What follows belongs to an exercise in optimizing a design on an open flow for small area, a short achievable clock period and few clock cycles; a production flow would make more cautious choices. In this exercise RTL edits were held to simulation tests only and were not proved equivalent to the original.

job 8194:
==> flow/design.v (excerpt) <==
module PE (
	input clk,
	input rst,
	input PE_en,
	input [13-1:0] i_config,
	input [32-1:0] ifmap,
	input [32-1:0] filter,
	input [32-1:0] ipsum,
	input ifmap_valid,
	input filter_valid,
	input ipsum_valid,
	input opsum_ready,
	output reg [32-1:0] opsum,
	output reg ifmap_ready,
	output reg filter_ready,
	output reg ipsum_ready,
	output reg opsum_valid
);
For scale: ~4400 cells after synthesis, roughly 150 I/O pins, ~58000 um2 of cells after synthesis.
export LEC_CHECK = 0
export CAP_MARGIN = 20
export CORE_MARGIN = 2
export CORE_UTILIZATION = 40
export SLEW_MARGIN = 20
create_clock -name core_clock -period 12.0 [get_ports {clk}]
standard.sh (not shown) runs the stock make flow with config.mk's settings and CLKGATE_MAP_FILE= SYNTH_SCRIPT=/design/flow/synth_recipe.tcl, a recipe that flattens the netlist after the stock synthesis.
==> flow/flow/run.sh <==
#!/bin/bash
# Standard ORFS layout, with repair_timing asked for more setup margin than the clock needs.
set -euo pipefail
bash standard.sh SETUP_SLACK_MARGIN=8 TNS_END_PERCENT=100 finish > standard.log 2>&1
Testbench counts of job 8194, summed over its fixed seeds: cycles 9,744.
Edits applied to the flow inputs when going from job 8194 to job 6589:
-- flow/config.mk --
<<< job 8194, line 9
export CORE_MARGIN = 2
export CORE_UTILIZATION = 40
export SLEW_MARGIN = 20
>>> job 6589, line 9
export CORE_MARGIN = 2
export CORE_UTILIZATION = 60
export SLEW_MARGIN = 20
==> comparison <==
The total placed cells including tap cells in job 6589 sits 10% below the value recorded for job 8194.
Job 6589 packs its core tighter than job 8194.
Sort job 8194 and job 6589 by worst setup slack desc -> top: job 8194
Looking at post-route standard cell area excluding fillers, job 6589 sits 2.2% lower than job 8194 does.
Per the comparison of job 6589 with job 8194, post-CTS repair timing setup buffer count went down; number of setup violations in the final report did not really move; non-clock buffer instance count of the final layout went down; number of antenna violations at the first check in global routing went up.
Here is what was changed in the inputs of job 815 compared with job 6589.
==> flow/run.sh (new file) <==
#!/bin/bash
# synth_recipe.tcl (not shown) runs the flow's synth.tcl, then flattens the netlist and writes it again
# the make line also repeats each setting of config.mk as NAME=value (left out here)
make -C /OpenROAD-flow-scripts/flow DESIGN_CONFIG=/design/flow/config.mk WORK_HOME=/design/flow/orfs CLKGATE_MAP_FILE= SYNTH_SCRIPT=/design/flow/synth_recipe.tcl finish
-- flow/config.mk --
<<< job 6589, line 9
export CORE_MARGIN = 2
export CORE_UTILIZATION = 60
export SLEW_MARGIN = 20
>>> job 815, line 9
export CORE_MARGIN = 2
export CORE_UTILIZATION = 40
export SETUP_SLACK_MARGIN = 5
export SLEW_MARGIN = 20
export TNS_END_PERCENT = 100
removed: flow/flow/run.sh
removed: flow/standard.sh
==> comparison <==
- In job 815, the first-pass GRT wire length came out 6.3% below the value in job 6589.
- Job 815 drops fewer vias than job 6589.
- When job 815 is measured against job 6589, its first-iteration DRC count turns out 36% lower.


== run 1 ==
PE, a different RTL version from the one above (not shown whole).
For scale: about 150 I/O pins, ~55,000 sq um of cells after synthesis.
Settings: LEC_CHECK=0, CAP_MARGIN=20, CORE_MARGIN=2, CORE_UTILIZATION=40, CTS_CLUSTER_DIAMETER=80, CTS_CLUSTER_SIZE=30, SLEW_MARGIN=20; clock period 12.0 ns.
==> flow/flow/run.sh <==
#!/bin/bash
# Layout flow: the standard synthesis, then a netlist pass (fapol.py) that
# re-polarises full adders to drop the inverters synthesis leaves between them,
# then the standard ORFS layout with repair_timing asked for extra setup margin.
set -euo pipefail
RES=$PWD/orfs/results/sky130hd/PE/base
LIB=$FLOW_HOME/platforms/sky130hd/lib/sky130_fd_sc_hd__tt_025C_1v80.lib
bash standard.sh synth > synth.log 2>&1
cp $RES/1_2_yosys.v $RES/1_2_yosys.orig.v
python3 flow/fapol.py $LIB $RES/1_2_yosys.orig.v $RES/1_2_yosys.v > fapol.log 2>&1
rm -f $RES/1_synth.odb
bash standard.sh SETUP_SLACK_MARGIN=8.4 TNS_END_PERCENT=100 'BUFFER_PORTS_ARGS=-buffer_cell sky130_fd_sc_hd__buf_2' finish > standard.log 2>&1
Other scripts of this flow, unchanged in this note and not shown: flow/flow/fapol.py
Testbench counts of run 1, summed over its fixed seeds: cycles 9,840.
[inputs] run 2 vs run 1
Settings: swapping 80 for 70 in CTS_CLUSTER_DIAMETER; swapping 30 for 25 in CTS_CLUSTER_SIZE.
diff --git a/flow/flow/run.sh b/flow/flow/run.sh
--- a/flow/flow/run.sh
+++ b/flow/flow/run.sh
@@ -12 +12 @@
-bash standard.sh SETUP_SLACK_MARGIN=8.4 TNS_END_PERCENT=100 'BUFFER_PORTS_ARGS=-buffer_cell sky130_fd_sc_hd__buf_2' finish > standard.log 2>&1
+bash standard.sh SETUP_SLACK_MARGIN=8.2 TNS_END_PERCENT=100 'BUFFER_PORTS_ARGS=-buffer_cell sky130_fd_sc_hd__buf_2' finish > standard.log 2>&1
Run 1 reports its class of the most critical setup path as register to register while run 2 reports input port to register. Relative area of non-clock buffer cells in the final design down 0.81 points in run 2 wrt run 1. Run 2 ends up with a post-route fraction of the period consumed by the critical path that is 0.41 points higher than in run 1. When run 2 is measured against run 1, its clock skew turns out 0.072 ns lower.
Input changes introduced in run 3 (baseline for comparison: run 2):
Settings: swapping 25 for 30 in CTS_CLUSTER_SIZE; swapping 70 for 80 in CTS_CLUSTER_DIAMETER.
Notes after the runs:
[compare] base=run 2 new=run 3: non-clock buffer count dropped 1.4%, routed wire length dropped 0.42%, final standard cell count with taps included and fillers excluded dropped 30, setup slack of the worst register-to-register path barely changed.
As far as number of iterations in the first detailed-routing pass goes, run 2 and run 3 are indistinguishable; the numbers are identical.
From run 2 to run 3, die extent in y did not move at all.
When the final numbers for run 3 and run 2 were put side by side, the routing usage on met3 turned out to be smaller in run 3.
Of the two values seen for startpoint of the worst setup timing path, fsr[68]$_DFF_P_ was produced by run 3 and ifmap_valid by run 2.
Relative to run 2, antenna cell count has increased by 3 in run 3.
Run 3 vs run 2: number of fill cells in the layout up in run 3

port drivers added, routing unchanged:
In the flow no input, the clock included, has a driving cell. The finished layouts below were timed again as built, in two steps.
Step 1 (the two cells are an assumption about what drives the block):
set clk [get_ports {clk}]
set_driving_cell -lib_cell sky130_fd_sc_hd__clkbuf_16 $clk
set_driving_cell -lib_cell sky130_fd_sc_hd__buf_2 [delete_from_list [all_inputs] $clk]
Step 2 adds t to the input delays and takes it off the output delays; t is the mean of the earliest and latest rising clock arrival at the registers after step 1. Input paths then give back, and output paths get back, about the clock's delay inside the block.
a / b / c = no drivers / after step 1 / after step 2; a / b = the first two.
| run | shift t [ns] | slack for setup (ns) | worst slew at a driven data input, ns |
|---|---|---|---|
| job 8194 | 0.812 | 7.675 / 7.715 / 6.902 | 0.06 |
| job 6589 | 0.780 | 7.602 / 7.602 / 6.859 | 0.10 |
| job 815 | 0.791 | 5.812 / 5.853 / 5.061 | 0.06 |
| run 1 | 0.758 | 8.320 / 8.267 / 7.684 | 0.13 |
| run 2 | 0.780 | 8.270 / 8.271 / 7.548 | 0.13 |
| run 3 | 0.757 | 8.264 / 8.254 / 7.598 | 0.10 |
After both steps setup and hold are still met in every run listed. For job 8194, which loses most, drivers alone change the setup slack by +0.040 ns; drivers and shift together by -0.773 ns.
